This is an optimization exercise on Yosys and OpenROAD, whose aim is small area, a short achievable clock period and few clock cycles per item, not a production implementation.
The RTL was checked by simulation tests, not by an equivalence proof against the original design.

==> job 1312: inputs <==
==> flow/design.v (excerpt) <==
module decoder_3nrm_mld_final_v3 (
    input wire clk,
    input wire rst_n,
    input wire start,
    input wire [63:0] residues_in,
    output reg [15:0] data_out,
    output reg valid,
    output reg uncorrectable
);
clock: 110.0 ns
lec_check: 0
abc_area: 1
abc_clock_period_in_ps: 20000
cap_margin: 20
core_margin: 2
core_utilization: 40
slew_margin: 20
synth_memory_max_bits: 65536
run.sh (not shown) runs the stock make flow with config.mk's settings and CLKGATE_MAP_FILE= SYNTH_SCRIPT=/design/flow/synth_recipe.tcl, a recipe that flattens the netlist after the stock synthesis.
==> job 7200 (differences from job 1312) <==
--- a/flow/design.v
+++ b/flow/design.v
@@ -69,22 +69,22 @@
   reg [4:0] g;        
   reg bf;             
   reg [4:0] bl;       
   reg bbig;           
   reg [17:0] xr;      
   reg [1:0] uc, pc, qc;
   always @* begin
     case (g)
-      5'd0: begin uc=2'd0; pc=2'd0; qc=2'd0; end
-      5'd1: begin uc=2'd0; pc=2'd2; qc=2'd2; end
+      5'd0: begin uc=2'd0; pc=2'd1; qc=2'd1; end
+      5'd1: begin uc=2'd0; pc=2'd0; qc=2'd2; end
       5'd2: begin uc=2'd1; pc=2'd1; qc=2'd1; end
-      5'd3: begin uc=2'd0; pc=2'd0; qc=2'd2; end
-      5'd4: begin uc=2'd0; pc=2'd1; qc=2'd1; end
-      5'd5: begin uc=2'd2; pc=2'd2; qc=2'd2; end
+      5'd3: begin uc=2'd0; pc=2'd0; qc=2'd0; end
+      5'd4: begin uc=2'd2; pc=2'd2; qc=2'd2; end
+      5'd5: begin uc=2'd0; pc=2'd2; qc=2'd2; end
       5'd6: begin uc=2'd0; pc=2'd0; qc=2'd1; end
       5'd7: begin uc=2'd0; pc=2'd1; qc=2'd2; end
       5'd8: begin uc=2'd1; pc=2'd2; qc=2'd2; end
       5'd9: begin uc=2'd1; pc=2'd1; qc=2'd2; end
       5'd10: begin uc=2'd0; pc=2'd0; qc=2'd3; end
       5'd11: begin uc=2'd0; pc=2'd1; qc=2'd3; end
       5'd12: begin uc=2'd0; pc=2'd2; qc=2'd3; end
       5'd13: begin uc=2'd0; pc=2'd3; qc=2'd3; end
@@ -2291,47 +2291,39 @@
   always @* case (uc)
     2'd0: xt = 24'd0;
     2'd2: xt = {12'd0, W};
     default: xt = ~{12'd0, W};
   endcase
   wire [23:0] xsum = csa3({6'd0, xsh}, {17'd0, ru}, xt);
   wire [24:0] xwide = rca(xsum, 24'd0, uc == 2'd1 || uc == 2'd3);
   wire [17:0] xn = xwide[17:0];
-  wire [6:0] e1 = {1'b0, r1} - {1'b0, r0};
-  wire [5:0] b2 = e1[6] ? e1[5:0] - 6'd1 : e1[5:0];
-  wire [8:0] z0 = {2'b0, r0, 1'b0} + 9'd130 - {3'b0, r1} - {2'b0, r2} + {7'd0, e1[6], 1'b0};   
-  wire [8:0] z1 = (z0 >= 9'd195) ? z0 - 9'd195 : (z0 >= 9'd130) ? z0 - 9'd130 : (z0 >= 9'd65) ? z0 - 9'd65 : z0;
-  wire [5:0] zk = z1[6:1];
-  wire [6:0] b3 = z1[0] ? 7'd32 - {1'b0, zk} : (zk == 6'd0) ? 7'd0 : 7'd65 - {1'b0, zk};
-  wire [11:0] y012 = {b3[5:0], 6'd0} + {6'd0, b2} - {5'd0, b3};
-  wire [17:0] x012 = {y012, r0};
-  wire [17:0] X = (g == 5'd1) ? x012 : xr;
+  wire [17:0] X = xr;
   wire [8:0] mt;
   chk_all u_chk (.X(X), .r0(r0), .r1(r1), .r2(r2), .r3(r3), .r4(r4), .r5(r5), .r6(r6), .r7(r7), .r8(r8), .mt(mt));
   wire [2:0] ps1 = mt[2:0] ^ mt[5:3] ^ mt[8:6];
   wire [2:0] pk1 = (mt[2:0] & mt[5:3]) | (mt[2:0] & mt[8:6]) | (mt[5:3] & mt[8:6]);
   wire ones = ps1[0] ^ ps1[1] ^ ps1[2];
   wire onec = (ps1[0] & ps1[1]) | (ps1[0] & ps1[2]) | (ps1[1] & ps1[2]);
   wire twos = pk1[0] ^ pk1[1] ^ pk1[2];
   wire twoc = (pk1[0] & pk1[1]) | (pk1[0] & pk1[2]) | (pk1[1] & pk1[2]);
   wire t2s = onec ^ twos, t2c = onec & twos;
   wire [3:0] nm = {twoc & t2c, (twoc ^ t2c), t2s, ones};
   wire dle2 = nm[3] | (nm[2] & nm[1] & nm[0]);    
   wire deq3 = ~nm[3] & nm[2] & nm[1] & ~nm[0];    
   wire big = X[17] | X[16];
   reg [4:0] lex;
   always @* begin
     case (g)
-      5'd1: lex=5'd0;
-      5'd2: lex=5'd7;
+      5'd1: lex=5'd4;
+      5'd2: lex=5'd2;
       5'd3: lex=5'd10;
-      5'd4: lex=5'd2;
-      5'd5: lex=5'd4;
-      5'd6: lex=5'd16;
+      5'd4: lex=5'd0;
+      5'd5: lex=5'd16;
+      5'd6: lex=5'd7;
       5'd7: lex=5'd1;
       5'd8: lex=5'd5;
       5'd9: lex=5'd13;
       5'd10: lex=5'd11;
       5'd11: lex=5'd3;
       5'd12: lex=5'd6;
       5'd13: lex=5'd8;
       5'd14: lex=5'd9;
@@ -2339,17 +2331,17 @@
       5'd16: lex=5'd14;
       5'd17: lex=5'd15;
       5'd18: lex=5'd17;
       5'd19: lex=5'd18;
       5'd20: lex=5'd19;
       default: lex = 5'd0;
     endcase
   end
-  wire run = busy;
+  wire run = busy & (g != 5'd0);
   wire upd = deq3 && (!bf || !ge({19'd0, lex}, {19'd0, bl}));
   wire nbf = bf | upd;
   wire [4:0] nbl = upd ? lex : bl;
   reg [4:0] nexit;
   always @* begin
     case (nbl)
       5'd0: nexit = 5'd10;
       5'd1: nexit = 5'd10;
@@ -2381,17 +2373,17 @@
     end else begin
       valid <= fin;
       busy <= busy ? !fin : start;
     end
   end
   wire [24:0] ginc = rca({19'd0, g}, 24'd0, 1'b1);
   always @(posedge clk) begin
     xr <= xn;
-    if (!busy | fin) g <= 5'd1; else g <= ginc[4:0];
+    if (!busy | fin) g <= 5'd0; else g <= ginc[4:0];
     if (!run) begin
       bf <= 1'b0;
     end else begin
       bf <= nbf; bl <= nbl;
       if (dle2 | upd) begin data_out <= X[15:0]; bbig <= big; end
       if (fin) uncorrectable <= (dle2 | upd) ? big : bf ? bbig : 1'b1;
     end
   end
- ABC_AREA: 1 -> not set
==> job 9129 (differences from job 1312) <==
--- a/flow/design.v
+++ b/flow/design.v
@@ -65,37 +65,38 @@
     r3 <= residues_in[44:40]; r4 <= residues_in[39:35]; r5 <= residues_in[34:30];
     r6 <= residues_in[29:25]; r7 <= residues_in[24:20]; r8 <= residues_in[19:16];
   end
   reg busy;
   reg [4:0] g;        
   reg bf;             
   reg [4:0] bl;       
   reg bbig;           
+  reg bfl;            
   reg [17:0] xr;      
   reg [1:0] uc, pc, qc;
   always @* begin
     case (g)
       5'd0: begin uc=2'd0; pc=2'd0; qc=2'd0; end
-      5'd1: begin uc=2'd0; pc=2'd2; qc=2'd2; end
-      5'd2: begin uc=2'd1; pc=2'd1; qc=2'd1; end
-      5'd3: begin uc=2'd0; pc=2'd0; qc=2'd2; end
-      5'd4: begin uc=2'd0; pc=2'd1; qc=2'd1; end
-      5'd5: begin uc=2'd2; pc=2'd2; qc=2'd2; end
-      5'd6: begin uc=2'd0; pc=2'd0; qc=2'd1; end
-      5'd7: begin uc=2'd0; pc=2'd1; qc=2'd2; end
+      5'd1: begin uc=2'd2; pc=2'd2; qc=2'd2; end
+      5'd2: begin uc=2'd0; pc=2'd0; qc=2'd1; end
+      5'd3: begin uc=2'd0; pc=2'd1; qc=2'd1; end
+      5'd4: begin uc=2'd1; pc=2'd1; qc=2'd1; end
+      5'd5: begin uc=2'd0; pc=2'd0; qc=2'd2; end
+      5'd6: begin uc=2'd1; pc=2'd1; qc=2'd2; end
+      5'd7: begin uc=2'd0; pc=2'd2; qc=2'd2; end
       5'd8: begin uc=2'd1; pc=2'd2; qc=2'd2; end
-      5'd9: begin uc=2'd1; pc=2'd1; qc=2'd2; end
+      5'd9: begin uc=2'd0; pc=2'd1; qc=2'd2; end
       5'd10: begin uc=2'd0; pc=2'd0; qc=2'd3; end
       5'd11: begin uc=2'd0; pc=2'd1; qc=2'd3; end
       5'd12: begin uc=2'd0; pc=2'd2; qc=2'd3; end
       5'd13: begin uc=2'd0; pc=2'd3; qc=2'd3; end
       5'd14: begin uc=2'd1; pc=2'd1; qc=2'd3; end
-      5'd15: begin uc=2'd1; pc=2'd2; qc=2'd3; end
-      5'd16: begin uc=2'd1; pc=2'd3; qc=2'd3; end
+      5'd15: begin uc=2'd1; pc=2'd3; qc=2'd3; end
+      5'd16: begin uc=2'd1; pc=2'd2; qc=2'd3; end
       5'd17: begin uc=2'd2; pc=2'd2; qc=2'd3; end
       5'd18: begin uc=2'd2; pc=2'd3; qc=2'd3; end
       5'd19: begin uc=2'd3; pc=2'd3; qc=2'd3; end
       default: begin uc=2'd0; pc=2'd0; qc=2'd0; end
     endcase
   end
   reg [6:0] ru;
   always @* case (uc) 2'd0: ru = {1'b0,r0}; 2'd1: ru = {1'b0,r1}; 2'd2: ru = r2; default: ru = {2'b0,r3}; endcase
@@ -2317,85 +2318,140 @@
   wire [3:0] nm = {twoc & t2c, (twoc ^ t2c), t2s, ones};
   wire dle2 = nm[3] | (nm[2] & nm[1] & nm[0]);    
   wire deq3 = ~nm[3] & nm[2] & nm[1] & ~nm[0];    
   wire big = X[17] | X[16];
   reg [4:0] lex;
   always @* begin
     case (g)
       5'd1: lex=5'd0;
-      5'd2: lex=5'd7;
-      5'd3: lex=5'd10;
-      5'd4: lex=5'd2;
-      5'd5: lex=5'd4;
-      5'd6: lex=5'd16;
-      5'd7: lex=5'd1;
-      5'd8: lex=5'd5;
+      5'd2: lex=5'd16;
+      5'd3: lex=5'd1;
+      5'd4: lex=5'd4;
+      5'd5: lex=5'd10;
+      5'd6: lex=5'd2;
+      5'd7: lex=5'd11;
+      5'd8: lex=5'd7;
       5'd9: lex=5'd13;
-      5'd10: lex=5'd11;
+      5'd10: lex=5'd5;
       5'd11: lex=5'd3;
       5'd12: lex=5'd6;
       5'd13: lex=5'd8;
       5'd14: lex=5'd9;
       5'd15: lex=5'd12;
-      5'd16: lex=5'd14;
-      5'd17: lex=5'd15;
+      5'd16: lex=5'd15;
+      5'd17: lex=5'd14;
       5'd18: lex=5'd17;
       5'd19: lex=5'd18;
       5'd20: lex=5'd19;
       default: lex = 5'd0;
     endcase
   end
   wire run = busy;
   wire upd = deq3 && (!bf || !ge({19'd0, lex}, {19'd0, bl}));
   wire nbf = bf | upd;
   wire [4:0] nbl = upd ? lex : bl;
+  reg fl;
+  always @* begin
+    case (mt)
+      9'd63: fl = 1'b1;
+      9'd95: fl = 1'b1;
+      9'd159: fl = 1'b1;
+      9'd287: fl = 1'b1;
+      9'd111: fl = 1'b1;
+      9'd175: fl = 1'b1;
+      9'd303: fl = 1'b1;
+      9'd207: fl = 1'b1;
+      9'd335: fl = 1'b1;
+      9'd399: fl = 1'b1;
+      9'd119: fl = 1'b1;
+      9'd183: fl = 1'b1;
+      9'd311: fl = 1'b1;
+      9'd215: fl = 1'b1;
+      9'd343: fl = 1'b1;
+      9'd407: fl = 1'b1;
+      9'd231: fl = 1'b1;
+      9'd359: fl = 1'b1;
+      9'd423: fl = 1'b1;
+      9'd123: fl = 1'b1;
+      9'd187: fl = 1'b1;
+      9'd219: fl = 1'b1;
+      9'd125: fl = 1'b1;
+      9'd189: fl = 1'b1;
+      9'd221: fl = 1'b1;
+      9'd126: fl = 1'b1;
+      9'd190: fl = 1'b1;
+      9'd222: fl = 1'b1;
+      default: fl = 1'b0;
+    endcase
+  end
+  wire nbfl = upd ? fl : bfl;
   reg [4:0] nexit;
   always @* begin
-    case (nbl)
-      5'd0: nexit = 5'd10;
-      5'd1: nexit = 5'd10;
-      5'd2: nexit = 5'd10;
-      5'd3: nexit = 5'd11;
-      5'd4: nexit = 5'd11;
-      5'd5: nexit = 5'd11;
-      5'd6: nexit = 5'd12;
-      5'd7: nexit = 5'd12;
-      5'd8: nexit = 5'd13;
-      5'd9: nexit = 5'd14;
-      5'd10: nexit = 5'd14;
-      5'd11: nexit = 5'd14;
-      5'd12: nexit = 5'd15;
-      5'd13: nexit = 5'd15;
-      5'd14: nexit = 5'd16;
-      5'd15: nexit = 5'd17;
-      5'd16: nexit = 5'd17;
-      5'd17: nexit = 5'd18;
-      5'd18: nexit = 5'd19;
-      5'd19: nexit = 5'd20;
+    case ({nbfl, nbl})
+      {1'b0,5'd0}: nexit = 5'd10;
+      {1'b0,5'd1}: nexit = 5'd10;
+      {1'b0,5'd2}: nexit = 5'd10;
+      {1'b0,5'd3}: nexit = 5'd11;
+      {1'b0,5'd4}: nexit = 5'd11;
+      {1'b0,5'd5}: nexit = 5'd11;
+      {1'b0,5'd6}: nexit = 5'd12;
+      {1'b0,5'd7}: nexit = 5'd12;
+      {1'b0,5'd8}: nexit = 5'd13;
+      {1'b0,5'd9}: nexit = 5'd14;
+      {1'b0,5'd10}: nexit = 5'd14;
+      {1'b0,5'd11}: nexit = 5'd14;
+      {1'b0,5'd12}: nexit = 5'd15;
+      {1'b0,5'd13}: nexit = 5'd15;
+      {1'b0,5'd14}: nexit = 5'd17;
+      {1'b0,5'd15}: nexit = 5'd17;
+      {1'b0,5'd16}: nexit = 5'd17;
+      {1'b0,5'd17}: nexit = 5'd18;
+      {1'b0,5'd18}: nexit = 5'd19;
+      {1'b0,5'd19}: nexit = 5'd20;
+      {1'b1,5'd0}: nexit = 5'd1;
+      {1'b1,5'd1}: nexit = 5'd3;
+      {1'b1,5'd2}: nexit = 5'd6;
+      {1'b1,5'd3}: nexit = 5'd11;
+      {1'b1,5'd4}: nexit = 5'd11;
+      {1'b1,5'd5}: nexit = 5'd11;
+      {1'b1,5'd6}: nexit = 5'd12;
+      {1'b1,5'd7}: nexit = 5'd12;
+      {1'b1,5'd8}: nexit = 5'd13;
+      {1'b1,5'd9}: nexit = 5'd14;
+      {1'b1,5'd10}: nexit = 5'd14;
+      {1'b1,5'd11}: nexit = 5'd14;
+      {1'b1,5'd12}: nexit = 5'd15;
+      {1'b1,5'd13}: nexit = 5'd15;
+      {1'b1,5'd14}: nexit = 5'd17;
+      {1'b1,5'd15}: nexit = 5'd17;
+      {1'b1,5'd16}: nexit = 5'd17;
+      {1'b1,5'd17}: nexit = 5'd18;
+      {1'b1,5'd18}: nexit = 5'd19;
+      {1'b1,5'd19}: nexit = 5'd20;
       default: nexit = 5'd0;
     endcase
   end
   wire fin = run & (dle2 | (nbf & ge({19'd0, g}, {19'd0, nexit})) | (g == 5'd20));
   always @(posedge clk or negedge rst_n) begin
     if (!rst_n) begin
       busy <= 1'b0; valid <= 1'b0;
     end else begin
       valid <= fin;
       busy <= busy ? !fin : start;
     end
   end
   wire [24:0] ginc = rca({19'd0, g}, 24'd0, 1'b1);
   always @(posedge clk) begin
     xr <= xn;
-    if (!busy | fin) g <= 5'd1; else g <= ginc[4:0];
+    if (!busy) g <= 5'd1; else g <= ginc[4:0];
     if (!run) begin
       bf <= 1'b0;
     end else begin
-      bf <= nbf; bl <= nbl;
+      bf <= nbf; bl <= nbl; bfl <= nbfl;
       if (dle2 | upd) begin data_out <= X[15:0]; bbig <= big; end
       if (fin) uncorrectable <= (dle2 | upd) ? big : bf ? bbig : 1'b1;
     end
   end
 endmodule
 module c64(input [17:0] X, input [5:0] r, output e); assign e = X[5:0] == r; endmodule
 module c63(input [17:0] X, input [5:0] r, output e);
   wire [5:0] x0 = X[5:0], x1 = X[11:6], x2 = X[17:12], rr = ~r;
==> flow_summary.rst <==
.. list-table::
   :header-rows: 1

   * - Metric
     - Value
   * - Outcome
     - complete, no violations
   * - Arrival time worst endpoint
     - 1.30 ns
   * - Post-synth design cell area
     - 24,300 um2
   * - Full die area
     - 62,800 um2
   * - Starting density of the core
     - 40.4%
   * - Xor and xnor area share after synthesis
     - 1.44%
   * - Adder-cell share of the synthesized area
     - 28.8%
   * - Worst setup path start
     - data_out[12]
-- figures above: job 7200

==> flow_summary.rst <==
.. list-table::
   :header-rows: 1

   * - Metric
     - Value
   * - Outcome
     - complete, no violations
   * - Adder-cell share of the synthesized area
     - 31.1%
   * - Arrival time worst endpoint
     - 1.29 ns
   * - Xor and xnor area share after synthesis
     - 1.55%
   * - Worst setup path start
     - data_out[9]
   * - Post-synth design cell area
     - 24,300 um2
   * - Starting density of the core
     - 40.4%
-- figures above: job 1312

==> flow_summary.rst <==
.. list-table::
   :header-rows: 1

   * - Metric
     - Value
   * - Arrival time worst endpoint
     - 1.28 ns
   * - Post-synth design cell area
     - 24,400 um2
   * - Outcome
     - complete, no violations
   * - Xor and xnor area share after synthesis
     - 1.57%
   * - Starting density of the core
     - 40.5%
   * - Adder-cell share of the synthesized area
     - 30.9%
   * - Worst setup path start
     - data_out[15]
-- figures above: job 9129

Testbench counts of job 1312, summed over its fixed seeds: cycles 2,975, items 480.
Testbench counts of job 7200, summed over its fixed seeds: cycles 3,459, items 480.
Testbench counts of job 9129, summed over its fixed seeds: cycles 2,836, items 480.

port drivers added, routing unchanged:
The flow's constraints put no driver on any port. The routed layouts listed below were extracted and timed again, unchanged, in two steps. Step 1: set_driving_cell puts a clkbuf_16 on clk and a buf_2 on each other input, an assumption about the parent block. Step 2 also shifts input and output timing later by t, the mid clock arrival at the registers, as if the neighbouring blocks saw the same clock. Slacks: no drivers / after step 1 / after step 2; pairs: no drivers / after step 1.
| run | shift t [ns] | slack for setup (ns) | clock arrival spread, ns | worst data-port slew with drivers (ns) |
|---|---|---|---|---|
| job 1312 | 0.439 | 86.705 / 86.653 / 87.092 | 0.027 / 0.027 | 0.05 |
| job 7200 | 0.436 | 86.704 / 86.649 / 87.085 | 0.016 / 0.016 | 0.04 |
| job 9129 | 0.435 | 86.716 / 86.665 / 87.100 | 0.020 / 0.020 | 0.07 |
After both steps every run listed still meets setup and hold.
